What follows belongs to an exercise in optimizing a design on an open flow for small area; a production flow would make more cautious choices.
Where RTL was checked, it was by simulation tests only, not by an equivalence proof against the original.
The RTL of runs 4 to 7 was laid out without a check of its function.
Power and IR drop assume default switching activity.

==> design.v <==
module distance_meter
(
    input  wire       sys_clk,
    input  wire       sys_rst_n,
    input  wire       echo,
    output reg        trig,
    output wire [3:0] nixie_cs,
    output wire [7:0] nixie_seg,
    output reg        led_out,
    output reg        beep_out
);
reg e1, e2, ff1, ff2;
wire rise = e1 & ~e2;
wire fall = e2 & ~e1;
always @(posedge sys_clk or negedge sys_rst_n)
    if (!sys_rst_n) begin
        e1 <= 1'b0; e2 <= 1'b0; ff1 <= 1'b0; ff2 <= 1'b0;
    end else begin
        e1 <= echo; e2 <= e1; ff1 <= fall; ff2 <= ff1;
    end
reg [12:0] d;
reg [8:0]  j;
reg [4:0]  s;
wire s_lo = ~|s[4:1];                                    
wire jt   = j[8] & j[5] & j[2] & (s_lo ? j[1] : j[0]);   
wire wrap = d[12] & d[11] & d[9] & d[8] & d[7] & d[6] & d[4] & d[3] & d[1]
          & j[6] & j[4] & j[3] & j[2];
always @(posedge sys_clk or negedge sys_rst_n)
    if (!sys_rst_n) begin
        d <= 13'd0; j <= 9'd0; s <= 5'd0;
    end else if (rise) begin
        d <= 13'd0; j <= 9'd1; s <= 5'd0;
    end else if (e1 & e2) begin
        if (wrap) begin
            d <= 13'd0; j <= 9'd0; s <= 5'd0;
        end else if (jt) begin
            d <= d + 13'd1; j <= 9'd0;
            s <= s_lo ? s + 5'd15 : s - 5'd2;
        end else
            j <= j + 9'd1;
    end
reg [4:0] c;                  
reg       nw, conv;
always @(posedge sys_clk or negedge sys_rst_n)
    if (!sys_rst_n) c <= 5'd0;
    else            c <= (c == 5'd29) ? 5'd0 : c + 5'd1;
reg  [3:0]  ph;               
reg         act;              
reg  [12:0] r0, r1, r2, r3, r4, r5, r6;
reg  [9:0]  acc;              
reg  [2:0]  cy;               
wire [12:0] nxt = {cy, acc};  
wire dbit = d[ph];
wire [3:0] tot = r0[0] + r1[0] + r2[0] + r3[0] + r4[0] + r5[0] + r6[0] + dbit
               + (act && ph != 4'd0 ? cy : 3'd0);
wire start = conv & (ph == 4'd12) & (c >= 5'd2) & (c <= 5'd14);
always @(posedge sys_clk or negedge sys_rst_n)
    if (!sys_rst_n) begin
        ph <= 4'd0; act <= 1'b0;
    end else begin
        ph  <= (ph == 4'd12) ? 4'd0 : ph + 4'd1;
        if (ph == 4'd12) act <= start;
    end
always @(posedge sys_clk or negedge sys_rst_n)
    if (!sys_rst_n) begin
        r0 <= 13'd0; r1 <= 13'd0; r2 <= 13'd0; r3 <= 13'd0;
        r4 <= 13'd0; r5 <= 13'd0; r6 <= 13'd0;
    end else if (act) begin
        r0 <= {dbit,  r0[12:1]};
        r1 <= {r0[0], r1[12:1]};
        r2 <= {r1[0], r2[12:1]};
        r3 <= {r2[0], r3[12:1]};
        r4 <= {r3[0], r4[12:1]};
        r5 <= {r4[0], r5[12:1]};
        r6 <= {r5[0], r6[12:1]};
    end else begin
        r0 <= {r0[0], r0[12:1]};
        r1 <= {r1[0], r1[12:1]};
        r2 <= {r2[0], r2[12:1]};
        r3 <= {r3[0], r3[12:1]};
        r4 <= {r4[0], r4[12:1]};
        r5 <= {r5[0], r5[12:1]};
        r6 <= {r6[0], r6[12:1]};
    end
always @(posedge sys_clk or negedge sys_rst_n)
    if (!sys_rst_n) begin
        acc <= 10'd0; cy <= 3'd0;
    end else if (act) begin
        acc <= {tot[0], acc[9:1]};
        cy  <= tot[3:1];
    end
reg gt200, gt50;
always @(posedge sys_clk or negedge sys_rst_n)
    if (!sys_rst_n) begin
        gt200 <= 1'b0; gt50 <= 1'b0;
    end else if (ff2) begin
        gt200 <= nxt > 13'd200;
        gt50  <= nxt > 13'd50;
    end
reg  [12:0] bin;
reg  [14:0] w;                
reg  [14:0] bcd;
function [3:0] add3(input [3:0] x);
    add3 = (x > 4'd4) ? x + 4'd3 : x;
endfunction
wire [14:0] wa = {w[14:12], add3(w[11:8]), add3(w[7:4]), add3(w[3:0])};
always @(posedge sys_clk or negedge sys_rst_n)
    if (!sys_rst_n) begin
        nw <= 1'b0; conv <= 1'b0;
    end else begin
        if (ff2) nw <= 1'b1;
        else if (c == 5'd1) nw <= 1'b0;
        if (c == 5'd1) conv <= nw;
        else if (c == 5'd29) conv <= 1'b0;
    end
always @(posedge sys_clk or negedge sys_rst_n)
    if (!sys_rst_n) begin
        bin <= 13'd0; w <= 15'd0;
    end else if (c == 5'd1) begin
        bin <= nxt; w <= 15'd0;
    end else if (c[0] && c >= 5'd3 && c <= 5'd27) begin
        bin <= {bin[11:0], 1'b0};
        w   <= {wa[13:0], bin[12]};
    end
always @(posedge sys_clk or negedge sys_rst_n)
    if (!sys_rst_n) bcd <= 15'd0;
    else if (c == 5'd29 && conv) bcd <= w;
reg [8:0] tb;                 
reg [5:0] ta;                 
reg       tt;                 
reg [6:0] tc;                 
wire bt = &{tb[8:4], tb[1:0]};           
wire at = ta[5] & ta[4] & ta[0];         
wire ct = tc[6] & tc[5] & tc[1] & tc[0]; 
wire tick = bt & at & tt;                
always @(posedge sys_clk or negedge sys_rst_n)
    if (!sys_rst_n) begin
        tb <= 9'd0; ta <= 6'd0; tt <= 1'b0; tc <= 7'd0; trig <= 1'b0;
    end else begin
        tb <= bt ? 9'd0 : tb + 9'd1;
        if (bt) ta <= at ? 6'd0 : ta + 6'd1;
        if (bt & at) tt <= ~tt;
        if (tick) tc <= ct ? 7'd0 : tc + 7'd1;
        trig <= ~|{tc, tt, ta};
    end
always @(posedge sys_clk or negedge sys_rst_n)
    if (!sys_rst_n) begin
        led_out <= 1'b0; beep_out <= 1'b0;
    end else if (!gt200) begin
        led_out <= 1'b1;
        if (!gt50) beep_out <= tt;
    end else begin
        led_out <= 1'b0; beep_out <= 1'b0;
    end
reg       on;
reg [1:0] pos;
always @(posedge sys_clk or negedge sys_rst_n)
    if (!sys_rst_n) begin
        on <= 1'b0; pos <= 2'd0;
    end else if (tick) begin
        on <= 1'b1;
        if (on) pos <= pos + 2'd1;
    end
assign nixie_cs = {on & (pos == 2'd3), on & (pos == 2'd2),
                   on & (pos == 2'd1), on & (pos == 2'd0)};
reg [3:0] dg;
always @(*)
    case (pos)
        2'd0: dg = bcd[3:0];
        2'd1: dg = bcd[7:4];
        2'd2: dg = bcd[11:8];
        default: dg = {1'b0, bcd[14:12]};
    endcase
wire [3:0] D = on ? dg : 4'd0;
assign nixie_seg[0] = D[3] | D[1] | ~(D[2] ^ D[0]);
assign nixie_seg[1] = ~D[2] | ~(D[1] ^ D[0]);
assign nixie_seg[2] = D[2] | ~D[1] | D[0];
assign nixie_seg[3] = D[3] | (~D[2] & ~D[0]) | (D[1] & ~D[0]) | (~D[2] & D[1])
                    | (D[2] & ~D[1] & D[0]);
assign nixie_seg[4] = (~D[2] & ~D[0]) | (D[1] & ~D[0]);
assign nixie_seg[5] = D[3] | (~D[1] & ~D[0]) | (D[2] & ~D[1]) | (D[2] & ~D[0]);
assign nixie_seg[6] = D[3] | (D[2] ^ D[1]) | (D[1] & ~D[0]);
assign nixie_seg[7] = 1'b0;
endmodule
==> run.sh <==
#!/bin/bash
# synth_recipe.tcl (not shown) runs the flow's synth.tcl, then flattens the netlist and writes it again
# the make line also repeats each setting of config.mk as NAME=value (left out here)
make -C /OpenROAD-flow-scripts/flow DESIGN_CONFIG=/design/flow/config.mk WORK_HOME=/design/flow/orfs CLKGATE_MAP_FILE= SYNTH_SCRIPT=/design/flow/synth_recipe.tcl finish
==> config.mk <==
export PLATFORM = sky130hd
export DESIGN_NAME = distance_meter
export DESIGN_NICKNAME = distance_meter
export VERILOG_FILES = /design/flow/design.v
export SDC_FILE = /design/flow/constraint.sdc
export NUM_CORES = 4
export LEC_CHECK = 0
export CAP_MARGIN = 20
export CORE_MARGIN = 2
export CORE_UTILIZATION = 40
export SLEW_MARGIN = 20
==> constraint.sdc <==
create_clock -name core_clock -period 20.0 [get_ports {sys_clk}]
set_input_delay 4.0000 -clock core_clock [delete_from_list [all_inputs] [get_ports {sys_clk}]]
set_output_delay 4.0000 -clock core_clock [all_outputs]
set_load 0.01 [all_outputs]
==> impl_metrics.toml, run 1 <==
[worst_setup_path]
worstPathRequired_ns = 16.00
cp_cell_sequence = "inv_1, ha_1, a222oi_1, o21ai_0, and2_1, ha_1, or4_1, clkdlybuf4s50_1"
path_class = "reg2out"
crit_path_max_fanout = 5
arrival_ns = 3.23
worstSetupEndpointType = "output port"
critPathMaxStageDelay_ns = 0.51
cpMostUsedCell = "ha_1"
critPathSlowestCell = "or4_1"
rr_startpoint = "act"
crit-reg2reg-capture = "cy[0]"
rrSetupSlack_ns = 16.25
cp_top_family = "simple AND/OR/NAND/NOR gates"
reg2reg_depth = 8
critPathBufInv = 2
cp-start-kind = "flip-flop"

[layout]
fin_util_pct = 46.52
register_area_um2 = 5530
nNetsFinal = 860
syn_to_final_growth_pct = 13.71
fill_cells = 2080
drive_gt1_share_pct = 11.27
multi_input_area_um2 = 3517
n_antenna_cell = 0

[status]
status = "complete, no violations"

[placed_design]
gp_congestion = 0.7632
dp_hpwl_um = 10290
portBuffers = 16
dpl_worst_slack_ns = 13.31

[logic_synthesis]
yosys_warnings = 1
synth_edf_count = 0
synth_nets = 843
ys_ff_latch = 221
synth-seq-area-share_pct = 59.34
syn_area_um2 = 9319
syn_area_per_cell_um2 = 11.66
yosys.cell_types.count = 73
synthCells = 799
async_reset_ff_share_pct = 100.0
ys.flop_type = "dfrtp_1"

[grt]
overflow = 0
grt_use_total_pct = 14.11
grt_pass1_wl_um = 28510
grt_pass1_vias = 5715
antenna_found_initial = 0
grt_start_max_net_pins = 101

[hold_path]
min_from = "r2[6]"
hold_depth = 0
min_to = "r2[5]"
hold_path.class = "reg2reg"

[sta]
post-route-min-period_ns = 7.226
relSlewSlack_pct = 37.03
slew_viol_final = 0
rsz0062_at_grt = "no"
fin_crit_sh_pct = 36.13
fmax_mhz = 138.4
tightest_slew_ns = 0.9445
setup_tns_ns = 0
fin_skew_ns = 0.01109
finalHoldViolCount = 0
finalSetupViolCount = 0
worst_slack_ns = 12.77

[floorplanning]
die_h_um = 156.6
rows = 55
io-pin-count = 18
die_w_um = 156.6
core_um2 = 22780
start_util_pct = 40.91
die-area_um2 = 24530

[drt]
dr.pass1.iters = 4
drt_iter0_drc = 339
ant_nets = 0
wl_per_cell_um = 14.33
vias_per_cell = 5.042
num_vias = 5783
drt-total-wl_um = 16440
drc_errors = 0

[clocking]
insertion_delay_ns = 0.52
cts_setup_buffers = 0
clk_pin_slew_worst_paths_ns = 0.06
clock_path_buffers = 3
h-tree-depth = 1
cts_sinks = 221
ctsResizeCount = 0
cts_root_buf = "clkbuf_16"
cts-buffers-inserted = 24
cts_tree = "done"
hold_buffers = 0

[power]
power_uw = 934.8
p_leak_uw = 0.005084
power.density_nw_per_um2 = 88.22
ir_drop_mv = 0.05906

[run]
max-cap-violations = 0
[layout make-up]
| cell class | count | area share, % |
|---|---|---|
| clock buffers | 31 | 6.199 |
| repair buffers | 20 | 1.842 |
| clock inverters | 13 | 1.500 |
| well taps | 313 | 3.696 |
| inverters | 39 | 1.382 |
| multi-input cells | 510 | 33.19 |
| flip-flops and latches | 221 | 52.19 |
[worst reg2reg max path: cells and delay by family, from the launching register on]
kind            cells  cell delay, ns
compound gates      1            0.40
fa+ha+maj           4            1.85
buf+inv             1            0.06
flops               1            0.94
mux                 1            0.27
simple gates        1            0.13
[state kept, by name (all words and copies together) (netlist names), 2 cells and up]
name  cells
ph        4
r6       13
s         5
c         5
r0       13
r3       13
cy        3
tb        9
d        13
pos       2
r1       13
acc      10
r5       13
bcd      15
r4       13
tc        7
bin      13
r2       13
w        15
ta        6
j         9
[metal layers]
| metal | global-route usage, % | vias to the layer above | share of wire [%] |
|---|---|---|---|
| li1 | - | 2838 | - |
| met1 | 20.41 | 2832 | 50 |
| met2 | 21.98 | 81 | 44 |
| met3 | 2.271 | 32 | 2.8 |
| met4 | 4.238 | 0 | 2.7 |
| met5 | 0 | - | 0 |
[metrics by stage]
step / hold WS (ns) / std cells / instance area (um^2)
after floorplan: 0.3312 / 799 / 9319
after global placement: 0.3315 / 1103 / 9774
after detailed placement: 0.3347 / 1103 / 9781
after CTS: 0.3465 / 1147 / 10600
after global routing: 0.3481 / 1147 / 10600
final: 0.3438 / 1147 / 10600
[cell families (layout without fill, tap and decap cells)]
family / count (synthesis) / count (layout) / share of synthesized area, %
XOR/XNOR: 19 / 19 / 1.786
buffers and inverters: 68 / 103 / 2.981
multiplexers: 48 / 48 / 5.988
AO/OA/AOI/OAI: 166 / 166 / 11.59
AND/OR/NAND/NOR: 235 / 235 / 12.37
adder cells (fa/ha/maj): 41 / 41 / 5.908
flip-flops: 221 / 221 / 59.34
other: 1 / 1 / 0.04024
[how the worst max path moves through the flow]
| stage | slack (ns) | depth (start not counted) | start | end |
|---|---|---|---|---|
| 2_1_floorplan | 13.96 | 9 | pos[0] | nixie_seg[3] |
| 3_3_place_gp | 13.38 | 10 | pos[0] | nixie_seg[3] |
| 3_5_place_dp | 13.31 | 8 | pos[0] | nixie_seg[5] |
| 4_1_cts | 12.76 | 8 | pos[0] | nixie_seg[5] |
| 5_1_grt | 12.65 | 10 | pos[0] | nixie_seg[3] |
| 6_report | 12.77 | 8 | pos[0] | nixie_seg[5] |
[power breakdown]
| part | leakage [uW] | switching (uW) | internal [uW] |
|---|---|---|---|
| clock | 0.000395 | 178 | 272 |
| combinational | 0.00169 | 15.7 | 7.43 |
| sequential | 0.00300 | 9.02 | 453 |
| total | 0.00508 | 203 | 732 |
[synth_stat cells, drive strengths merged (3+ instances only)]
cell type	n	area [um^2]
clkbuf	23	87.58
mux2	29	330.3
o31ai	7	52.55
inv	39	146.4
a222oi	4	40.04
and2	10	62.56
ha	36	450.4
a21o	7	52.55
and4	3	26.28
fa	5	100.1
or4	3	22.52
a22o	9	80.08
a21oi	28	140.1
and3	9	57.56
mux2i	16	160.2
nor4	5	46.29
o311ai	4	35.03
xor2	5	43.79
a211oi	7	52.55
nor2	52	195.2
nor3	14	81.33
o21ai	64	320.3
a31oi	8	50.05
xnor2	14	122.6
or2	5	31.28
mux4	3	67.56
nand3	27	135.1
dfrtp	221	5530
o21bai	4	30.03
nor2b	4	25.02
nand4	10	68.81
nand2	81	304.0
o41ai	3	45.05
buf	6	43.79
o211ai	4	30.03
[layout by cell type (no fill, tap or decap), types with 5 or more instances in the layout]
master,count
and3_1,8
o31ai_1,7
a22o_1,8
clkdlybuf4s50_1,15
nor3_1,13
nor2_1,52
a211oi_1,7
nand3_1,27
nand4_1,9
xor2_1,5
clkbuf_16,24
and2_1,10
xnor2_1,14
a21oi_1,28
ha_1,36
mux2i_1,16
clkinv_2,6
nand2_1,81
a31oi_1,8
dfrtp_1,221
a21o_1,7
mux2_2,28
o21ai_0,63
inv_1,39
fa_1,5
==> run 2, diff against run 1 <==
--- a/design.v
+++ b/design.v
@@ -25,10 +25,8 @@
 wire jt   = j[8] & j[5] & j[2] & (s_lo ? j[1] : j[0]);   
 wire wrap = d[12] & d[11] & d[9] & d[8] & d[7] & d[6] & d[4] & d[3] & d[1]
           & j[6] & j[4] & j[3] & j[2];
-always @(posedge sys_clk or negedge sys_rst_n)
-    if (!sys_rst_n) begin
-        d <= 13'd0; j <= 9'd0; s <= 5'd0;
-    end else if (rise) begin
+always @(posedge sys_clk)
+    if (rise) begin
         d <= 13'd0; j <= 9'd1; s <= 5'd0;
     end else if (e1 & e2) begin
         if (wrap) begin
@@ -61,11 +59,12 @@
         ph  <= (ph == 4'd12) ? 4'd0 : ph + 4'd1;
         if (ph == 4'd12) act <= start;
     end
+reg clr;
 always @(posedge sys_clk or negedge sys_rst_n)
-    if (!sys_rst_n) begin
-        r0 <= 13'd0; r1 <= 13'd0; r2 <= 13'd0; r3 <= 13'd0;
-        r4 <= 13'd0; r5 <= 13'd0; r6 <= 13'd0;
-    end else if (act) begin
+    if (!sys_rst_n)       clr <= 1'b0;
+    else if (ph == 4'd12) clr <= 1'b1;
+always @(posedge sys_clk)
+    if (act) begin
         r0 <= {dbit,  r0[12:1]};
         r1 <= {r0[0], r1[12:1]};
         r2 <= {r1[0], r2[12:1]};
@@ -74,13 +73,13 @@
         r5 <= {r4[0], r5[12:1]};
         r6 <= {r5[0], r6[12:1]};
     end else begin
-        r0 <= {r0[0], r0[12:1]};
-        r1 <= {r1[0], r1[12:1]};
-        r2 <= {r2[0], r2[12:1]};
-        r3 <= {r3[0], r3[12:1]};
-        r4 <= {r4[0], r4[12:1]};
-        r5 <= {r5[0], r5[12:1]};
-        r6 <= {r6[0], r6[12:1]};
+        r0 <= {r0[0] & clr, r0[12:1]};
+        r1 <= {r1[0] & clr, r1[12:1]};
+        r2 <= {r2[0] & clr, r2[12:1]};
+        r3 <= {r3[0] & clr, r3[12:1]};
+        r4 <= {r4[0] & clr, r4[12:1]};
+        r5 <= {r5[0] & clr, r5[12:1]};
+        r6 <= {r6[0] & clr, r6[12:1]};
     end
 always @(posedge sys_clk or negedge sys_rst_n)
     if (!sys_rst_n) begin
@@ -113,10 +112,8 @@
         if (c == 5'd1) conv <= nw;
         else if (c == 5'd29) conv <= 1'b0;
     end
-always @(posedge sys_clk or negedge sys_rst_n)
-    if (!sys_rst_n) begin
-        bin <= 13'd0; w <= 15'd0;
-    end else if (c == 5'd1) begin
+always @(posedge sys_clk)
+    if (c == 5'd1) begin
         bin <= nxt; w <= 15'd0;
     end else if (c[0] && c >= 5'd3 && c <= 5'd27) begin
         bin <= {bin[11:0], 1'b0};
@@ -129,15 +126,15 @@
 reg [5:0] ta;                 
 reg       tt;                 
 reg [6:0] tc;                 
-wire bt = &{tb[8:4], tb[1:0]};           
+wire bt = tb[0] & ~tb[1] & ~tb[2] & tb[3] & tb[4] & tb[6] & ~tb[7] & ~tb[8];
 wire at = ta[5] & ta[4] & ta[0];         
 wire ct = tc[6] & tc[5] & tc[1] & tc[0]; 
 wire tick = bt & at & tt;                
 always @(posedge sys_clk or negedge sys_rst_n)
     if (!sys_rst_n) begin
-        tb <= 9'd0; ta <= 6'd0; tt <= 1'b0; tc <= 7'd0; trig <= 1'b0;
+        tb <= 9'd178; ta <= 6'd0; tt <= 1'b0; tc <= 7'd0; trig <= 1'b0;
     end else begin
-        tb <= bt ? 9'd0 : tb + 9'd1;
+        tb <= {tb[7:6], tb[5] & ~bt, tb[4:0], ~(tb[8] ^ tb[4])};
         if (bt) ta <= at ? 6'd0 : ta + 6'd1;
         if (bt & at) tt <= ~tt;
         if (tick) tc <= ct ? 7'd0 : tc + 7'd1;
--- a/config.mk
+++ b/config.mk
@@ -5,7 +5,9 @@
 export SDC_FILE = /design/flow/constraint.sdc
 export NUM_CORES = 4
 export LEC_CHECK = 0
+export ABC_AREA = 1
 export CAP_MARGIN = 20
 export CORE_MARGIN = 2
 export CORE_UTILIZATION = 40
+export CTS_BUF_LIST = sky130_fd_sc_hd__clkbuf_4
 export SLEW_MARGIN = 20
==> impl_metrics.toml, run 2 <==
[sta]
post-route-min-period_ns = 7.187
fin_skew_ns = 0.04735
rsz0062_at_grt = "no"
slew_viol_final = 0
relSlewSlack_pct = 44.52
fin_crit_sh_pct = 35.93
tightest_slew_ns = 0.8301
setup_tns_ns = 0
finalHoldViolCount = 0
finalSetupViolCount = 0
worst_slack_ns = 12.81
fmax_mhz = 139.1

[drt]
wl_met1_um = 7662
drt_iter0_drc = 355
drc_errors = 0
wl_per_cell_um = 11.32
drt-total-wl_um = 15630
dr_wl_met3_um = 673
highest_layer = "met4"
vias_per_cell = 4.640
num_vias = 6403
dr.pass1.iters = 4
dr_wl_met2_um = 6945
ant_nets = 0

[power]
comb_power_share_pct = 1.2
p_sw_share_pct = 22.42
p_seq_share_pct = 53.1
power.switching_uw = 190.9
p_leak_uw = 0.004636
power.density_nw_per_um2 = 84.91
p_clk_share_pct = 45.6
p_int_uw = 660.5
ir_drop_mv = 0.05820

[layout]
syn_to_final_growth_pct = 13.18
final_cells = 1380
reg_top3 = "bcd (15), w (15)"
drive_gt1_share_pct = 11.46
layout_commonest_cell = "nand2_1"
final_cell_mix = "nand2_1 (219), inv_1 (135), dfxtp_1 (133)"
nNetsFinal = 1096
fill_cells = 2168

[worst_setup_path]
worstPathRequired_ns = 16.00
crit_path_max_fanout = 5
reg2reg_depth = 9
cp-start-kind = "flip-flop"
arrival_ns = 3.19
path_class = "reg2out"
crit_start = "pos[0]"
rr_startpoint = "act"
worstSetupEndpointType = "output port"

[clocking]
cts_tree = "done"
ctsResizeCount = 0
clock_path_buffers = 3
clk_pin_slew_worst_paths_ns = 0.07
cts_sinks = 222
cts_setup_buffers = 0
insertion_delay_ns = 0.68
hold_buffers = 0
cts-buffers-inserted = 57
h-tree-depth = 2
cts_root_buf = "clkbuf_4"

[logic_synthesis]
syn_area_um2 = 8860
synthCells = 997
yosysTopAreaCell = "dfxtp_1"
synth_top_area_share_pct = 30.05
yosysMostFrequentCell = "nand2_1"
synth-seq-area-share_pct = 55.98
yosys.cell_types.count = 45
syn_area_per_cell_um2 = 8.886
synth_common_cells = "nand2_1 (219), inv_1 (135), dfxtp_1 (133), nor2_1 (102), dfrtp_1 (72)"
synth_edf_count = 13
async_reset_ff_share_pct = 34.23
ys_top_cells_by_area = "dfxtp_1 (30%), dfrtp_1 (20%), nand2_1 (9.3%)"
ys.flop_type = "dfxtp_1"
ys_ff_latch = 222
yosys_warnings = 1
synth_nets = 1040

[grt]
overflow = 0
grt_pass1_wl_um = 27470
antenna_found_initial = 1
grt_start_max_net_pins = 77
grt_use_total_pct = 13.76
grt_pass1_vias = 6161

[floorplanning]
die_w_um = 152.8
core_um2 = 21760
start_util_pct = 40.72
io-pin-count = 18
die-area_um2 = 23360
rows = 54
die_h_um = 152.8

[hold_path]
hold_path.class = "reg2reg"
min_from = "r0[3]"
hold_depth = 0

[placed_design]
placedCellCount = 1274
portBuffers = 16
dp_hpwl_um = 10080
dpl_worst_slack_ns = 13.46
gp_congestion = 0.8315

[status]
status = "complete, no violations"

[run]
max-cap-violations = 0
[run 2: cell types whose count changed after synthesis, sizes merged, moves of 40 or more]
cell   delta
inv     +101
nor2     +54
dfxtp   +133
nand3    +40
dfrtp   -149
nand2   +143
[run 2: power groups by stage]
stage | logic, uW | clock network (uW) | registers [uW]
detailed placement | 10.8 | 0 | 462
floorplan | 5.60 | 0 | 461
finish | 10.5 | 389 | 452
global placement | 10.7 | 0 | 462
CTS | 10.9 | 406 | 452
global route | 12.2 | 429 | 452
[run 2: final timing paths]
kind	to	slack, ns
worst max-delay path	nixie_seg[3]	12.81
worst min-delay path	r0[2]	0.31
worst max register to register	cy[1]	16.24
worst min register to register	r0[2]	0.31
max in group asynchronous	tc[4]	16.16
min in group asynchronous	c[2]	3.36
[run 2: stage by stage]
stage	hold WS, ns	instance area (um^2)	util, %	power [uW]
3_3_place_gp	0.3097	9263	42.58	472.3
4_1_cts	0.3163	10020	46.06	869.2
2_1_floorplan	0.3096	8860	-	466.7
5_1_grt	0.3271	10030	46.09	893.4
6_report	0.3139	10030	46.09	851.4
3_5_place_dp	0.3121	9263	42.58	472.5
[run 2: area by class of cell]
type / instances / area (um^2) / share of cell area [%]
diodes: 1 / 2.502 / 0.02496
clock buffers: 91 / 683.2 / 6.813
flip-flops and latches: 222 / 4960 / 49.46
multi-input cells: 614 / 3258 / 32.49
inverters: 141 / 529.3 / 5.278
clock inverters: 14 / 75.07 / 0.7487
repair buffers: 17 / 168.9 / 1.685
well taps: 280 / 350.3 / 3.494
[run 2: logic make-up after synthesis]
group | synth area share, %
other | 0.04233
and+or+nand+nor | 21.93
adders and majority gates | 6.073
AOI/OAI and AO/OA | 7.245
buffers and inverters | 7.245
DFF | 55.98
xor gates and xnor gates | 1.483
[run 2: worst max-delay path, stage by stage, from the launching register on]
cell and delay, ns:
dfrtp_1 0.41, inv_1 0.13, ha_1 0.26, a22o_1 0.16
inv_1 0.04, a31oi_1 0.27, inv_1 0.11, ha_1 0.20
or2_2 0.30, nor2_1 0.09, nand3_1 0.08, clkdlybuf4s50_1 0.48
[run 2: per-layer routing]
metal  GRT usage [%]  up-vias
li1                -     3333
met1           18.18     2919
met2           21.59      112
met3           3.686       39
met4           5.467        0
met5               0        -
==> run 3, diff against run 2 <==
--- a/config.mk
+++ b/config.mk
@@ -5,9 +5,7 @@
 export SDC_FILE = /design/flow/constraint.sdc
 export NUM_CORES = 4
 export LEC_CHECK = 0
-export ABC_AREA = 1
 export CAP_MARGIN = 20
 export CORE_MARGIN = 2
 export CORE_UTILIZATION = 40
-export CTS_BUF_LIST = sky130_fd_sc_hd__clkbuf_4
 export SLEW_MARGIN = 20
==> impl_metrics.toml, run 3 <==
[status]
status = "complete, no violations"

[drt]
dr.pass1.iters = 4
ant_nets = 0
drc_errors = 0
wl_per_cell_um = 12.98
num_vias = 5391
drt_iter0_drc = 295
vias_per_cell = 4.960
drt-total-wl_um = 14110

[sta]
fin_skew_ns = 0.009437
worst_slack_ns = 12.87
fmax_mhz = 140.2
relSlewSlack_pct = 34.42
post-route-min-period_ns = 7.131
slew_viol_final = 0
setup_tns_ns = 0
tightest_slew_ns = 0.9838
rsz0062_at_grt = "no"
finalSetupViolCount = 0
finalHoldViolCount = 0
fin_crit_sh_pct = 35.65

[logic_synthesis]
synthCells = 781
synth_top_family_by_area = "simple AND/OR/NAND/NOR gates"
syn_area_um2 = 8541
synth_nets = 824
async_reset_ff_share_pct = 34.23
synth_edf_count = 13
ys_top_cells_by_area = "dfxtp_1 (31%), dfrtp_1 (21%), ha_1 (5.1%)"
synth-compound-area-share_pct = 10.17
yosysTopAreaCell = "dfxtp_1"
yosys_warnings = 1
synth.area.mux_share_pct = 5.274
synth-seq-area-share_pct = 58.07
syn_area_per_cell_um2 = 10.94
synth_common_cells = "dfxtp_1 (133), nand2_1 (87), dfrtp_1 (72), o21ai_0 (52), inv_1 (47)"
ys_ff_latch = 222
yosys.cell_types.count = 66
ys.flop_type = "dfxtp_1"
synth-simple-area-share_pct = 14.55
synth_xor_area_share_pct = 2.154
synth_top_area_share_pct = 31.17
yosysMostFrequentCell = "dfxtp_1"
synthAdderAreaFrac_pct = 6.299

[clocking]
ctsResizeCount = 0
cts_setup_buffers = 0
clock_path_buffers = 3
cts_root_buf = "clkbuf_16"
insertion_delay_ns = 0.50
clk_pin_slew_worst_paths_ns = 0.06
h-tree-depth = 1
cts_tree = "done"
cts-buffers-inserted = 23
cts_sinks = 222
hold_buffers = 0

[worst_setup_path]
worstPathRequired_ns = 16.00
cp-start-kind = "flip-flop"
arrival_ns = 3.13
path_class = "reg2out"
rrSetupSlack_ns = 16.21
crit_path_max_fanout = 5
worstSetupEndpointType = "output port"

[floorplanning]
die-area_um2 = 22540
core_um2 = 21020
rows = 53
io-pin-count = 18
die_h_um = 150.1
start_util_pct = 40.63
die_w_um = 150.1

[layout]
fin_util_pct = 46.22
drive_gt1_share_pct = 9.360
final_cell_mix = "dfxtp_1 (133), nand2_1 (87), dfrtp_1 (72)"
nNetsFinal = 839
fill_cells = 1959
n_antenna_cell = 0
syn_to_final_growth_pct = 13.77
reg_top3 = "bcd (15), w (15)"
layout_commonest_cell = "dfxtp_1"

[power]
ir_drop_mv = 0.05035
power_uw = 878.6
power.density_nw_per_um2 = 90.42
p_leak_uw = 0.004100

[grt]
antenna_found_initial = 0
grt_pass1_wl_um = 24870
grt_pass1_vias = 5262
overflow = 0
grt_start_max_net_pins = 77
grt_use_total_pct = 13.14

[run]
max-cap-violations = 0

[hold_path]
hold_path.class = "reg2reg"

[placed_design]
gp_congestion = 0.7701
dpl_worst_slack_ns = 13.40
portBuffers = 16
dp_hpwl_um = 9169
-- run 3: cell types whose count changed after synthesis, moves of 18 or more --
cell / delta
mux2_2: +19
nand2_1: -132
nor2_1: -59
inv_1: -88
mux2i_1: +18
nand3_1: -38
-- run 3: metal layers --
| layer | track usage, % | wire length, um | share of wire (%) |
|---|---|---|---|
| met1 | 18.31 | 7130 | 51 |
| met4 | 4.009 | 373 | 2.6 |
| met3 | 2.333 | 455 | 3.2 |
| met2 | 20.96 | 6155 | 44 |
| met5 | 0 | 0 | 0 |
-- run 3: metrics by stage --
step                      hold slack [ns]  area [um^2]  cells
after global routing               0.3298         9717   1087
final                              0.3205         9717   1087
after floorplan                    0.3096         8541    781
after CTS                          0.3254         9688   1087
after global placement             0.3101         8946   1046
after detailed placement           0.3121         8946   1046
-- run 3: logic make-up (layout without fill, tap and decap cells) --
logic type / count (synthesis) / count (layout)
fa+ha+maj: 40 / 40
xor+xnor: 21 / 21
simple gates: 244 / 244
compound gates: 139 / 139
other cells: 1 / 1
mux: 40 / 40
buf+inv: 74 / 105
flops: 222 / 222
-- run 3: final cells by class --
type | count | area (um^2) | area share (%)
clock buffers | 30 | 631.9 | 6.503
clock inverters | 11 | 110.1 | 1.133
inverters | 47 | 176.4 | 1.816
multi-input cells | 485 | 3326 | 34.23
flip-flops and latches | 222 | 4960 | 51.04
well taps | 275 | 344.1 | 3.541
repair buffers | 17 | 168.9 | 1.738
-- run 3: final timing paths --
path	start	to	depth (start not counted)
max in group asynchronous	sys_rst_n	gt200	1
min reg2reg	r5[2]	r5[1]	0
max reg2reg	act	cy[1]	8
min in group asynchronous	sys_rst_n	bcd[10]	1
max	pos[0]	nixie_seg[3]	10
min	r5[2]	r5[1]	0
-- run 3: power by group --
part,switching [uW],internal [uW],total [uW]
combinational,6.37,3.84,10.2
clock,165,248,413
sequential,4.35,451,455
-- run 3: worst max-delay path, cell delays in order, from the launching register on --
cell and delay [ns]:
dfrtp_1 0.43, inv_1 0.09, ha_1 0.27, a222oi_1 0.33
o21ai_0 0.13, and2_1 0.21, ha_1 0.21, or2_2 0.28
nor3_1 0.12, o21ai_0 0.10, clkdlybuf4s50_1 0.48
==> run 4, diff against run 3 <==
--- a/design.v
+++ b/design.v
@@ -96,13 +96,14 @@
         gt200 <= nxt > 13'd200;
         gt50  <= nxt > 13'd50;
     end
-reg  [12:0] bin;
 reg  [14:0] w;                
 reg  [14:0] bcd;
 function [3:0] add3(input [3:0] x);
     add3 = (x > 4'd4) ? x + 4'd3 : x;
 endfunction
 wire [14:0] wa = {w[14:12], add3(w[11:8]), add3(w[7:4]), add3(w[3:0])};
+wire [3:0]  bi = ~c[3:0];     
+wire        nb = nxt[bi];
 always @(posedge sys_clk or negedge sys_rst_n)
     if (!sys_rst_n) begin
         nw <= 1'b0; conv <= 1'b0;
@@ -113,11 +114,11 @@
         else if (c == 5'd29) conv <= 1'b0;
     end
 always @(posedge sys_clk)
-    if (c == 5'd1) begin
-        bin <= nxt; w <= 15'd0;
-    end else if (c[0] && c >= 5'd3 && c <= 5'd27) begin
-        bin <= {bin[11:0], 1'b0};
-        w   <= {wa[13:0], bin[12]};
+    if (!conv) begin
+        if (c == 5'd2)
+            w <= 15'd0;
+        else if (c >= 5'd3 && c <= 5'd15)
+            w <= {wa[13:0], nb};
     end
 always @(posedge sys_clk or negedge sys_rst_n)
     if (!sys_rst_n) bcd <= 15'd0;
--- a/config.mk
+++ b/config.mk
@@ -8,4 +8,6 @@
 export CAP_MARGIN = 20
 export CORE_MARGIN = 2
 export CORE_UTILIZATION = 40
+export CTS_CLUSTER_DIAMETER = 100
+export CTS_CLUSTER_SIZE = 30
 export SLEW_MARGIN = 20
==> impl_metrics.toml, run 4 <==
[clocking]
clock_path_buffers = 3
h-tree-depth = 1
ctsResizeCount = 0
clk_pin_slew_worst_paths_ns = 0.11
cts_tree = "done"
cts_setup_buffers = 0
insertion_delay_ns = 0.46
hold_buffers = 0
cts-buffers-inserted = 10
cts_root_buf = "clkbuf_16"
cts_sinks = 209

[grt]
grt_start_max_net_pins = 77
busiest_layer = "met2"
grt_pass1_vias = 5194
use_met2_pct = 22.63
grt_use_met3_pct = 1.759
grt_use_total_pct = 13.38
overflow = 0
antenna_found_initial = 0
use_met1_pct = 18.35
grt_pass1_wl_um = 24800

[floorplanning]
die_h_um = 147.5
io-pin-count = 18
rows = 52
core_um2 = 20230
start_util_pct = 40.72
die-area_um2 = 21760
die_w_um = 147.5

[power]
ir_drop_mv = 0.04663
p_leak_uw = 0.003664
power.density_nw_per_um2 = 74.23

[drt]
drc_errors = 0
dr.pass1.iters = 4
num_vias = 5218
drt-total-wl_um = 14030
drt_iter0_drc = 315
ant_nets = 0
vias_per_cell = 5.166
wl_per_cell_um = 13.89

[worst_setup_path]
reg2reg_depth = 10
arrival_ns = 3.15
crit_path_max_fanout = 5
rrSetupSlack_ns = 16.11
cp-start-kind = "flip-flop"
crit-reg2reg-capture = "cy[1]"
worstPathRequired_ns = 16.00
rr_startpoint = "act"
worstSetupEndpointType = "output port"
path_class = "reg2out"

[layout]
reg_top3 = "bcd (15), w (15)"
fin_area_um2 = 8965
drive_gt1_share_pct = 8.514
nNetsFinal = 780
final_cell_mix = "dfxtp_1 (118), dfrtp_1 (72), nand2_1 (61)"
fin_util_pct = 44.31
layout_commonest_cell = "dfxtp_1"
fill_cells = 1876
n_antenna_cell = 0
syn_to_final_growth_pct = 8.808

[sta]
fin_crit_sh_pct = 35.74
setup_tns_ns = 0
finalHoldViolCount = 0
tightest_slew_ns = 0.9340
rsz0062_at_grt = "no"
fin_skew_ns = 0.01543
post-route-min-period_ns = 7.148
finalSetupViolCount = 0
fmax_mhz = 139.9
slew_viol_final = 0
worst_slack_ns = 12.85
relSlewSlack_pct = 37.73

[placed_design]
gp_congestion = 0.8356
dpl_worst_slack_ns = 13.34
portBuffers = 16
dp_hpwl_um = 9621
place_area_um2 = 8671

[logic_synthesis]
syn_area_um2 = 8239
yosysMostFrequentCell = "dfxtp_1"
yosysTopAreaCell = "dfxtp_1"
ys_top_cells_by_area = "dfxtp_1 (29%), dfrtp_1 (22%), edfxtp_1 (5.5%)"
syn_area_per_cell_um2 = 11.35
synth_nets = 770
ys_ff_latch = 209
synth_edf_count = 15
synth_top_area_share_pct = 28.67
yosys_warnings = 1
synthCells = 726
synth_common_cells = "dfxtp_1 (118), dfrtp_1 (72), nand2_1 (61), inv_1 (44), nor2_1 (38)"
yosys.cell_types.count = 70
synth-seq-area-share_pct = 57.28
async_reset_ff_share_pct = 36.36
ys.flop_type = "dfxtp_1"

[run]
max-cap-violations = 0

[hold_path]
min_to = "r0[4]"
hold_depth = 0
min_from = "r0[5]"
hold_path.class = "reg2reg"

[status]
status = "complete, no violations"
## run 4: cell count changes in the layout (fill, tap and decap cells not counted), sizes merged, moves of 5 or more
| cell | delta |
|---|---|
| nand2 | -26 |
| o21ai | -21 |
| dfxtp | -15 |
| clkbuf | -14 |
| mux2 | +9 |
| clkinv | -8 |
| a21oi | +7 |
| nand2b | +6 |
| nor2b | +6 |
| nor2 | -5 |
| xor2 | -5 |
## run 4: per-stage QoR
stage	power, uW	cells	hold WS (ns)
5_1_grt	692.9	1010	0.3298
4_1_cts	674.8	1010	0.3252
6_report	665.5	1010	0.3186
3_5_place_dp	449.8	994	0.3121
3_3_place_gp	449.2	994	0.3111
2_1_floorplan	443.3	726	0.3096
## run 4: metal layers
metal / vias up / routed length, um / share of wire [%]
li1: 2588 / - / -
met1: 2532 / 6738 / 48
met2: 80 / 6642 / 47
met3: 18 / 429 / 3.1
met4: 0 / 222 / 1.6
met5: - / 0 / 0
## run 4: how the worst max path moves through the flow
stage,cells past startpoint,to,slack [ns],start
after floorplan,9,nixie_seg[3],13.96,pos[0]
after global placement,8,nixie_seg[5],13.42,pos[0]
after detailed placement,10,nixie_seg[3],13.34,pos[0]
after CTS,10,nixie_seg[3],12.83,pos[0]
after global routing,10,nixie_seg[3],12.56,pos[0]
final,10,nixie_seg[3],12.85,pos[0]
## run 4: area by class of cell
cell class                      count  area, um^2  share of cell area, %
Clock buffer                       16       294.0                  3.280
Tap cell                          270       337.8                  3.768
Sequential cell                   209        4720                  52.64
Inverter                           44       165.2                  1.842
Multi-Input combinational cell    452        3268                  36.45
Timing Repair Buffer               19       180.2                  2.010
## run 4: power breakdown
part	internal [uW]	switching [uW]	total, uW	leakage (uW)
Clock	103	122	225	0.000141
Combinational	3.90	8.23	12.1	0.00150
Sequential	425	3.34	428	0.00202
Total	531	134	665	0.00366
## run 4: cell families after synthesis
group / count (synthesis) / synth area share [%]
flip-flops: 209 / 57.28
buffers and inverters: 65 / 3.052
adder cells (fa/ha/maj): 41 / 6.682
AND/OR/NAND/NOR: 217 / 13.73
multiplexers: 49 / 7.153
other: 1 / 0.04551
XOR/XNOR: 13 / 1.382
AO/OA/AOI/OAI: 131 / 10.68
## run 4: worst max-delay path: stages (launching register included)
cell,delay (ns)
dfrtp_1,0.45
inv_1,0.09
ha_1,0.27
a222oi_1,0.30
o21ai_0,0.10
and2_1,0.21
ha_1,0.22
or2_2,0.30
nor3_1,0.15
o21ai_0,0.11
clkdlybuf4s50_1,0.49
==> run 5, diff against run 4 <==
--- a/config.mk
+++ b/config.mk
@@ -5,6 +5,7 @@
 export SDC_FILE = /design/flow/constraint.sdc
 export NUM_CORES = 4
 export LEC_CHECK = 0
+export ABC_AREA = 1
 export CAP_MARGIN = 20
 export CORE_MARGIN = 2
 export CORE_UTILIZATION = 40
==> impl_metrics.toml, run 5 <==
[layout]
layout_commonest_cell = "nand2_1"
final_cell_mix = "nand2_1 (161), inv_1 (128), dfxtp_1 (118)"
syn_to_final_growth_pct = 8.500
reg_top3 = "bcd (15), w (15)"
fin_util_pct = 44.37
nNetsFinal = 949
register_area_um2 = 4720
multi_input_area_um2 = 2967
n_antenna_cell = 0
drive_gt1_share_pct = 4.846
fill_cells = 2027

[logic_synthesis]
synth_top_family_by_area = "simple AND/OR/NAND/NOR gates"
syn_area_per_cell_um2 = 9.307
synthAdderAreaFrac_pct = 6.631
async_reset_ff_share_pct = 36.36
yosys_warnings = 1
ys_ff_latch = 209
synthCells = 892
ys.flop_type = "dfxtp_1"
syn_area_um2 = 8302
synth.area.mux_share_pct = 0.4069
yosysTopAreaCell = "dfxtp_1"
synth_nets = 936
synth-seq-area-share_pct = 56.85
synth-compound-area-share_pct = 8.455
synth-simple-area-share_pct = 18.19
synth_common_cells = "nand2_1 (161), inv_1 (128), dfxtp_1 (118), dfrtp_1 (72), nor2_1 (71)"
synth_edf_count = 15
synth_top_area_share_pct = 28.46
synth_xor_area_share_pct = 2.005
yosys.cell_types.count = 47
ys_top_cells_by_area = "dfxtp_1 (28%), dfrtp_1 (22%), nand2_1 (7.3%)"
yosysMostFrequentCell = "nand2_1"

[clocking]
clk_pin_slew_worst_paths_ns = 0.11
cts_root_buf = "clkbuf_16"
insertion_delay_ns = 0.47
ctsResizeCount = 0
cts-buffers-inserted = 11
hold_buffers = 0
cts_setup_buffers = 0
cts_sinks = 209
h-tree-depth = 1
clock_path_buffers = 3
cts_tree = "done"

[drt]
vias_per_cell = 4.649
drt_iter0_drc = 231
ant_nets = 0
wl_per_cell_um = 11.55
drc_errors = 0
num_vias = 5476
drt-total-wl_um = 13600
dr.pass1.iters = 4

[status]
status = "complete, no violations"

[grt]
grt_pass1_vias = 5220
grt_use_total_pct = 13.00
overflow = 0
grt_pass1_wl_um = 24250
antenna_found_initial = 0
grt_start_max_net_pins = 77

[sta]
slew_viol_final = 0
tightest_slew_ns = 0.9307
finalHoldViolCount = 0
fin_crit_sh_pct = 35.17
fin_skew_ns = 0.02098
rsz0062_at_grt = "no"
worst_slack_ns = 12.97
relSlewSlack_pct = 37.95
timing.hold.ws_ns = 0.3188
setup_tns_ns = 0
post-route-min-period_ns = 7.034
finalSetupViolCount = 0
fmax_mhz = 142.2

[power]
p_leak_uw = 0.004032
power.density_nw_per_um2 = 75.05
ir_drop_mv = 0.05475

[worst_setup_path]
cp_cell_sequence = "inv_1, ha_1, a22o_1, inv_1, a31oi_1, inv_1, ha_1, or2_2, nor2_1, nand3_1, clkdlybuf4s50_1"
arrival_ns = 3.03
cp_top_family = "buffers and inverters"
cpMostUsedCell = "inv_1"
critPathMaxStageDelay_ns = 0.48
cp-start-kind = "flip-flop"
crit_path_max_fanout = 5
worstPathRequired_ns = 16.00
path_class = "reg2out"
critPathSlowestCell = "clkdlybuf4s50_1"
critPathBufInv = 4
worstSetupEndpointType = "output port"

[run]
max-cap-violations = 0

[floorplanning]
die_h_um = 148.1
die-area_um2 = 21920
core_um2 = 20300
start_util_pct = 40.90
rows = 52
die_w_um = 148.1
io-pin-count = 18

[placed_design]
portBuffers = 16
dp_hpwl_um = 9381
dpl_worst_slack_ns = 13.46
gp_congestion = 0.8275

[hold_path]
hold_path.class = "reg2reg"
run 5: worst paths after layout:
check	start	cells after the start	endpoint	slack, ns
hold reg to reg	r2[9]	0	r2[8]	0.32
hold / removal	r2[9]	0	r2[8]	0.32
setup / recovery	pos[0]	11	nixie_seg[3]	12.97
setup reg to reg	ph[0]	12	cy[1]	16.39
min in group asynchronous	sys_rst_n	1	tc[5]	3.65
max in group asynchronous	sys_rst_n	1	bcd[7]	15.73
run 5: layout make-up:
cell class / count / share of cell area [%]
timing repair buffer: 17 / 1.834
clock inverter: 3 / 0.4028
inverter: 133 / 5.542
clock buffer: 13 / 3.139
multi-input combinational: 533 / 32.94
tap: 270 / 3.751
sequential: 209 / 52.40
run 5: worst reg2reg max path: cells and delay by family (launching register included):
family	cells	cell delay (ns)
adder cells (fa/ha/maj)	5	2.03
flip-flops	1	0.52
buffers and inverters	3	0.40
AO/OA/AOI/OAI	2	0.23
AND/OR/NAND/NOR	1	0.19
XOR/XNOR	1	0.16
run 5: kinds of logic after synthesis:
| logic type | count (synthesis) |
|---|---|
| other cells | 1 |
| mux | 3 |
| simple gates | 341 |
| fa+ha+maj | 41 |
| xor+xnor | 19 |
| buf+inv | 150 |
| flops | 209 |
| compound gates | 128 |
run 5: report_power, final:
group	switching (uW)	leakage (uW)	total, uW	internal [uW]
sequential	1.90	0.00202	426	425
clock	133	0.000156	239	106
combinational	7.57	0.00185	10.2	2.62
run 5: layer usage:
layer	part of all wire (%)	GRT usage, %	wire [um]	vias to the layer above
met5	0	0	0	-
met4	1.2	3.286	170	0
met3	3.2	1.963	432	10
met2	44	20.83	6005	59
met1	51	18.59	6993	2524
li1	-	-	-	2883
run 5: per-stage QoR:
step	instances	total power, uW	instance area [um^2]
2_1_floorplan	892	440.7	8302
3_3_place_gp	1162	445.9	8688
3_5_place_dp	1162	446.0	8688
4_1_cts	1178	687.7	9007
5_1_grt	1178	703.5	9007
6_report	1178	676.0	9007
==> run 6, diff against run 5 <==
--- a/design.v
+++ b/design.v
@@ -62,7 +62,7 @@
 reg clr;
 always @(posedge sys_clk or negedge sys_rst_n)
     if (!sys_rst_n)       clr <= 1'b0;
-    else if (ph == 4'd12) clr <= 1'b1;
+    else if (c == 5'd29)  clr <= 1'b1;
 always @(posedge sys_clk)
     if (act) begin
         r0 <= {dbit,  r0[12:1]};
@@ -120,9 +120,8 @@
         else if (c >= 5'd3 && c <= 5'd15)
             w <= {wa[13:0], nb};
     end
-always @(posedge sys_clk or negedge sys_rst_n)
-    if (!sys_rst_n) bcd <= 15'd0;
-    else if (c == 5'd29 && conv) bcd <= w;
+always @(posedge sys_clk)
+    if (c == 5'd29 && (conv || !clr)) bcd <= w;
 reg [8:0] tb;                 
 reg [5:0] ta;                 
 reg       tt;                 
--- a/config.mk
+++ b/config.mk
@@ -5,7 +5,6 @@
 export SDC_FILE = /design/flow/constraint.sdc
 export NUM_CORES = 4
 export LEC_CHECK = 0
-export ABC_AREA = 1
 export CAP_MARGIN = 20
 export CORE_MARGIN = 2
 export CORE_UTILIZATION = 40
==> impl_metrics.toml, run 6 <==
[clocking]
h-tree-depth = 1
clock_path_buffers = 3
cts-buffers-inserted = 11
cts_setup_buffers = 0
ctsResizeCount = 0
clk_pin_slew_worst_paths_ns = 0.11
cts_tree = "done"
cts_sinks = 209
insertion_delay_ns = 0.46
cts_root_buf = "clkbuf_16"
hold_buffers = 0

[logic_synthesis]
ys.flop_type = "dfxtp_1"
synthCells = 683
yosys_warnings = 1
synth_top_area_share_pct = 29.70
synth-seq-area-share_pct = 60.29
yosysMostFrequentCell = "dfxtp_1"
async_reset_ff_share_pct = 29.19
yosysTopAreaCell = "dfxtp_1"
syn_area_um2 = 7953
ys_ff_latch = 209
synth_edf_count = 30
yosys.cell_types.count = 71
synth_common_cells = "dfxtp_1 (118), dfrtp_1 (57), nor2_1 (54), nand2_1 (51), o21ai_0 (39)"
ys_top_cells_by_area = "dfxtp_1 (30%), dfrtp_1 (18%), edfxtp_1 (11%)"
synth_nets = 727
syn_area_per_cell_um2 = 11.64

[grt]
antenna_found_initial = 0
grt_start_max_net_pins = 62
overflow = 0
grt_pass1_wl_um = 23020
grt_use_total_pct = 12.74
grt_pass1_vias = 4838

[sta]
rsz0062_at_grt = "no"
fin_crit_sh_pct = 35.82
post-route-min-period_ns = 7.165
tightest_slew_ns = 0.9718
fmax_mhz = 139.6
setup_tns_ns = 0
fin_skew_ns = 0.03144
finalSetupViolCount = 0
slew_viol_final = 0
finalHoldViolCount = 0
relSlewSlack_pct = 33.93

[power]
comb_power_share_pct = 1.5
p_sw_share_pct = 20.28
power.switching_uw = 142.1
power.density_nw_per_um2 = 79.87
p_int_uw = 558.6
ir_drop_mv = 0.05835
p_leak_uw = 0.003560
p_seq_share_pct = 61.8
p_clk_share_pct = 36.7

[floorplanning]
core_um2 = 19460
rows = 51
die_h_um = 145
die_w_um = 145
die-area_um2 = 21030
io-pin-count = 18
start_util_pct = 40.86

[worst_setup_path]
cp-start-kind = "flip-flop"
arrival_ns = 3.16
worstPathRequired_ns = 16.00
path_class = "reg2out"
crit_path_max_fanout = 5
worstSetupEndpointType = "output port"
reg2reg_depth = 10

[placed_design]
dp_hpwl_um = 9102
placedCellCount = 951
portBuffers = 16
gp_congestion = 0.7574

[layout]
final_cell_mix = "dfxtp_1 (118), dfrtp_1 (57), nor2_1 (54)"
nNetsFinal = 743
syn_to_final_growth_pct = 10.32
fin_util_pct = 45.08
layout_commonest_cell = "dfxtp_1"
fill_cells = 1787
drive_gt1_share_pct = 8.120
n_antenna_cell = 0
multi_input_area_um2 = 2959
reg_top3 = "bcd (15), w (15)"
register_area_um2 = 4795
final_cells = 967

[hold_path]
hold_path.class = "reg2reg"
hold_depth = 0

[status]
status = "complete, no violations"

[drt]
dr.pass1.iters = 4
drc_errors = 0
wl_per_cell_um = 13.69
vias_per_cell = 5.122
drt-total-wl_um = 13240
num_vias = 4953
ant_nets = 0
drt_iter0_drc = 236

[run]
max-cap-violations = 0
## run 6: cell count changes after synthesis, sizes merged, moves of 15 or more
cell,before,now
dfrtp,72,57
edfxtp,15,30
inv,131,38
nand2,170,51
nand3,57,21
nor2,74,55
o21ai,79,40
## run 6: layout make-up
type | instances | area share (%)
flip-flops and latches | 209 | 54.65
multi-input cells | 420 | 33.73
well taps | 265 | 3.779
clock buffers | 14 | 3.508
repair buffers | 19 | 2.025
inverters | 38 | 1.626
clock inverters | 2 | 0.6845
## run 6: worst max-delay path, stage by stage, from the launching register on
cell             delay [ns]
dfrtp_1                0.45
inv_1                  0.09
ha_1                   0.27
a222oi_1               0.31
o21ai_0                0.11
and2_1                 0.20
ha_1                   0.23
or2_2                  0.29
nor3_1                 0.13
o21ai_0                0.12
clkdlybuf4s50_1        0.49
## run 6: cells by family after synthesis
group | synth area share (%)
AO/OA/AOI/OAI | 9.944
XOR/XNOR | 2.203
adder cells (fa/ha/maj) | 6.923
buffers and inverters | 2.643
flip-flops | 60.29
multiplexers | 4.264
other | 0.04715
AND/OR/NAND/NOR | 13.69
## run 6: power groups by stage
| stage | Combinational, uW | Clock [uW] | Sequential [uW] |
|---|---|---|---|
| after floorplan | 6.10 | 0 | 441 |
| after global placement | 10.2 | 0 | 442 |
| after detailed placement | 10.5 | 0 | 442 |
| after CTS | 10.6 | 264 | 433 |
| after global routing | 12.0 | 280 | 434 |
| final | 10.3 | 257 | 433 |
## run 6: metal layers
layer	share of wire [%]	track usage [%]
met5	0	0
met4	2.0	3.416
met3	2.8	1.792
met2	48	22.12
met1	47	16.72
## run 6: worst paths after layout
check | from | endpoint | slack (ns)
worst max-delay path | pos[0] | nixie_seg[3] | 12.84
worst min-delay path | r2[3] | r2[2] | 0.32
worst max register to register | act | cy[1] | 16.13
worst min register to register | r2[3] | r2[2] | 0.32
max in group asynchronous | sys_rst_n | acc[9] | 15.81
min in group asynchronous | sys_rst_n | ta[2] | 3.68
## run 6: per-stage QoR
| step | cell area, um^2 | total power [uW] | setup slack, ns | hold WS, ns |
|---|---|---|---|---|
| floorplan | 7953 | 447.2 | 13.96 | 0.3096 |
| global placement | 8399 | 452.3 | 13.45 | 0.3103 |
| detailed placement | 8399 | 452.9 | 13.33 | 0.3121 |
| CTS | 8767 | 708.1 | 12.82 | 0.3279 |
| global route | 8773 | 725.7 | 12.65 | 0.3312 |
| finish | 8773 | 700.7 | 12.84 | 0.3197 |
==> run 7, diff against run 6 <==
==> flow/run.sh (new file) <==
#!/bin/bash
# Standard layout, with two changes: the clock tree is built without dummy
# loads and with larger sink clusters, and the ports get the smallest buffer.
set -euo pipefail
export CTS_ARGS="-sink_clustering_enable -repair_clock_nets -dont_use_dummy_load -sink_clustering_size 30 -sink_clustering_max_diameter 100"
export BUFFER_PORTS_ARGS="-buffer_cell sky130_fd_sc_hd__buf_1"
bash standard.sh > standard.log 2>&1
==> standard.sh (new file) <==
#!/bin/bash
# synth_recipe.tcl (not shown) runs the flow's synth.tcl, then flattens the netlist and writes it again
# the make line also repeats each setting of config.mk as NAME=value (left out here)
make -C /OpenROAD-flow-scripts/flow DESIGN_CONFIG=/design/flow/config.mk WORK_HOME=/design/flow/orfs CLKGATE_MAP_FILE= SYNTH_SCRIPT=/design/flow/synth_recipe.tcl "${@:-finish}"
--- a/config.mk
+++ b/config.mk
@@ -8,6 +8,4 @@
 export CAP_MARGIN = 20
 export CORE_MARGIN = 2
 export CORE_UTILIZATION = 40
-export CTS_CLUSTER_DIAMETER = 100
-export CTS_CLUSTER_SIZE = 30
 export SLEW_MARGIN = 20
removed: run.sh
==> impl_metrics.toml, run 7 <==
[power]
power.density_nw_per_um2 = 77.25
comb_power_share_pct = 1.5
p_seq_share_pct = 65.3
p_leak_uw = 0.003478
p_int_uw = 531.7
ir_drop_mv = 0.04477
p_sw_share_pct = 19.84
p_clk_share_pct = 33.2
power.switching_uw = 131.6

[logic_synthesis]
synth-seq-area-share_pct = 60.29
yosys_warnings = 1
synth_edf_count = 30
synth_nets = 727
yosysMostFrequentCell = "dfxtp_1"
ys_top_cells_by_area = "dfxtp_1 (30%), dfrtp_1 (18%), edfxtp_1 (11%)"
async_reset_ff_share_pct = 29.19
ys_ff_latch = 209
syn_area_per_cell_um2 = 11.64
synth_common_cells = "dfxtp_1 (118), dfrtp_1 (57), nor2_1 (54), nand2_1 (51), o21ai_0 (39)"
synthCells = 683
syn_area_um2 = 7953
yosysTopAreaCell = "dfxtp_1"
yosys.cell_types.count = 71
ys.flop_type = "dfxtp_1"
synth_top_area_share_pct = 29.70

[sta]
fmax_mhz = 145.7
fin_skew_ns = 0.06477
setup_tns_ns = 0
finalHoldViolCount = 0
timing.hold.ws_ns = 0.3013
relSlewSlack_pct = 31.16
finalSetupViolCount = 0
tightest_slew_ns = 1.013
post-route-min-period_ns = 6.865
slew_viol_final = 0
fin_crit_sh_pct = 34.32
rsz0062_at_grt = "no"

[grt]
grt_pass1_wl_um = 23000
grt_pass1_vias = 4875
overflow = 0
grt_use_total_pct = 12.70
antenna_found_initial = 0
grt_start_max_net_pins = 62

[floorplanning]
io-pin-count = 18
die_h_um = 145
die_w_um = 145
rows = 51
core_um2 = 19460
start_util_pct = 40.86
die-area_um2 = 21030

[clocking]
ctsResizeCount = 0
h-tree-depth = 1
cts-buffers-inserted = 11
cts_setup_buffers = 0
clock_path_buffers = 3
clk_pin_slew_worst_paths_ns = 0.11
cts_sinks = 209
cts_root_buf = "clkbuf_16"
hold_buffers = 0
insertion_delay_ns = 0.46
cts_tree = "done"

[layout]
final_cell_mix = "dfxtp_1 (118), dfrtp_1 (57), nor2_1 (54)"
layout_commonest_cell = "dfxtp_1"
fill_cells = 1767
reg_top3 = "bcd (15), w (15)"
register_area_um2 = 4795
fin_area_um2 = 8587
n_antenna_cell = 0
nNetsFinal = 743
syn_to_final_growth_pct = 7.977
drive_gt1_share_pct = 7.747
multi_input_area_um2 = 2959

[drt]
wl_per_cell_um = 13.48
vias_per_cell = 5.128
num_vias = 4933
drc_errors = 0
ant_nets = 0
drt-total-wl_um = 12970
drt_iter0_drc = 307
dr.pass1.iters = 5

[worst_setup_path]
path_class = "reg2out"
critPathSlowestCell = "dfrtp_1"
cp_top_family = "simple AND/OR/NAND/NOR gates"
arrival_ns = 2.86
crit_path_max_fanout = 5
worstSetupEndpointType = "output port"
cp_cell_sequence = "inv_1, ha_1, a222oi_1, o21ai_0, and2_1, ha_1, or2_2, nor3_1, o21ai_0, buf_1"
critPathBufInv = 2
critPathMaxStageDelay_ns = 0.45
cp-start-kind = "flip-flop"
worstPathRequired_ns = 16.00

[hold_path]
hold_path.class = "reg2reg"

[run]
max-cap-violations = 0

[placed_design]
portBuffers = 16
gp_congestion = 0.7786
place_area_um2 = 8305
dp_hpwl_um = 8898

[status]
status = "complete, no violations"
run 7: cell types whose count changed in the layout (fill, tap and decap cells not counted), sizes merged:
cell | before | now
clkbuf | 14 | 12
clkinv | 1 | 0
buf | 4 | 18
clkdlybuf4s50 | 15 | 0
bufinv | 1 | 0
run 7: area by class of cell:
class	count	share of cell area [%]
clock buffer	11	3.206
inverter	38	1.661
multi-input combinational	420	34.46
sequential	209	55.84
tap	265	3.861
timing repair buffer	19	0.9762
run 7: power groups by stage:
stage	Sequential (uW)	Combinational (uW)	Clock [uW]
detailed placement	442	10.1	0
floorplan	441	6.10	0
global route	434	11.3	245
CTS	433	10.1	228
finish	433	9.85	220
global placement	442	9.72	0
run 7: cells by family (layout without fill, tap and decap cells):
kind of cell	after synthesis	count (layout)	share of synthesized area [%]
and+or+nand+nor	211	211	13.69
xor gates and xnor gates	20	20	2.203
buffers and inverters	54	68	2.643
muxes	24	24	4.264
adders and majority gates	41	41	6.923
other	1	1	0.04715
DFF	209	209	60.29
AOI/OAI and AO/OA	123	123	9.944
run 7: per-stage QoR:
stage	setup slack [ns]	instances	power, uW	utilization (%)
6_report	13.14	962	663.3	44.12
5_1_grt	12.94	962	690.8	44.12
4_1_cts	13.11	962	671.1	44.09
3_5_place_dp	13.63	951	452.5	42.67
3_3_place_gp	13.80	951	451.9	42.67
2_1_floorplan	13.96	683	447.2	-
run 7: metal layers:
layer,part of all wire (%),global-route usage (%),vias to the layer above
li1,-,-,2436
met1,48,17.65,2392
met2,47,20.81,92
met3,3.7,2.013,13
met4,1.7,3.267,0
met5,0,0,-
run 7: final timing paths:
kind	from	cells after the start	to	slack, ns
max in group asynchronous	sys_rst_n	2	acc[9]	15.73
worst max-delay path	pos[0]	10	nixie_seg[3]	13.14
worst min register to register	r6[11]	0	r6[10]	0.30
worst max register to register	act	10	cy[1]	16.09
worst min-delay path	r6[11]	0	r6[10]	0.30
min in group asynchronous	sys_rst_n	2	ta[2]	3.70

[static timing again, ports no longer ideal]
The flow's constraints put no driver on any port. The routed layouts listed below were extracted and timed again, unchanged, in two steps. Step 1 assumes that a clkbuf_16 drives the clock port and a buf_2 every other input. Step 2 moves the port delays by t, midway between the first and last clock arrival at a register: inputs arrive t later, outputs are due t later. That takes back most of the time a late clock gives input paths. Three values: ideal ports, drivers, drivers and shift; two values: the first two.
run | t (ns) | slack for setup (ns) | worst setup path after step 2 | worst slew at a driven data input, ns | cell pins on the clock port's net
run 1 | 0.557 | 12.774 / 12.730 / 13.288 | register to output | 0.05 | 1
run 2 | 0.696 | 12.813 / 12.775 / 13.471 | register to output | 0.04 | 1
run 3 | 0.536 | 12.869 / 12.826 / 13.361 | register to output | 0.04 | 1
run 4 | 0.494 | 12.852 / 12.810 / 13.304 | register to output | 0.03 | 1
run 5 | 0.497 | 12.966 / 12.924 / 13.421 | register to output | 0.03 | 1
run 6 | 0.484 | 12.835 / 12.795 / 13.279 | register to output | 0.03 | 1
run 7 | 0.471 | 13.135 / 13.092 / 13.562 | register to output | 0.03 | 1
After both steps every run listed still meets setup and hold.
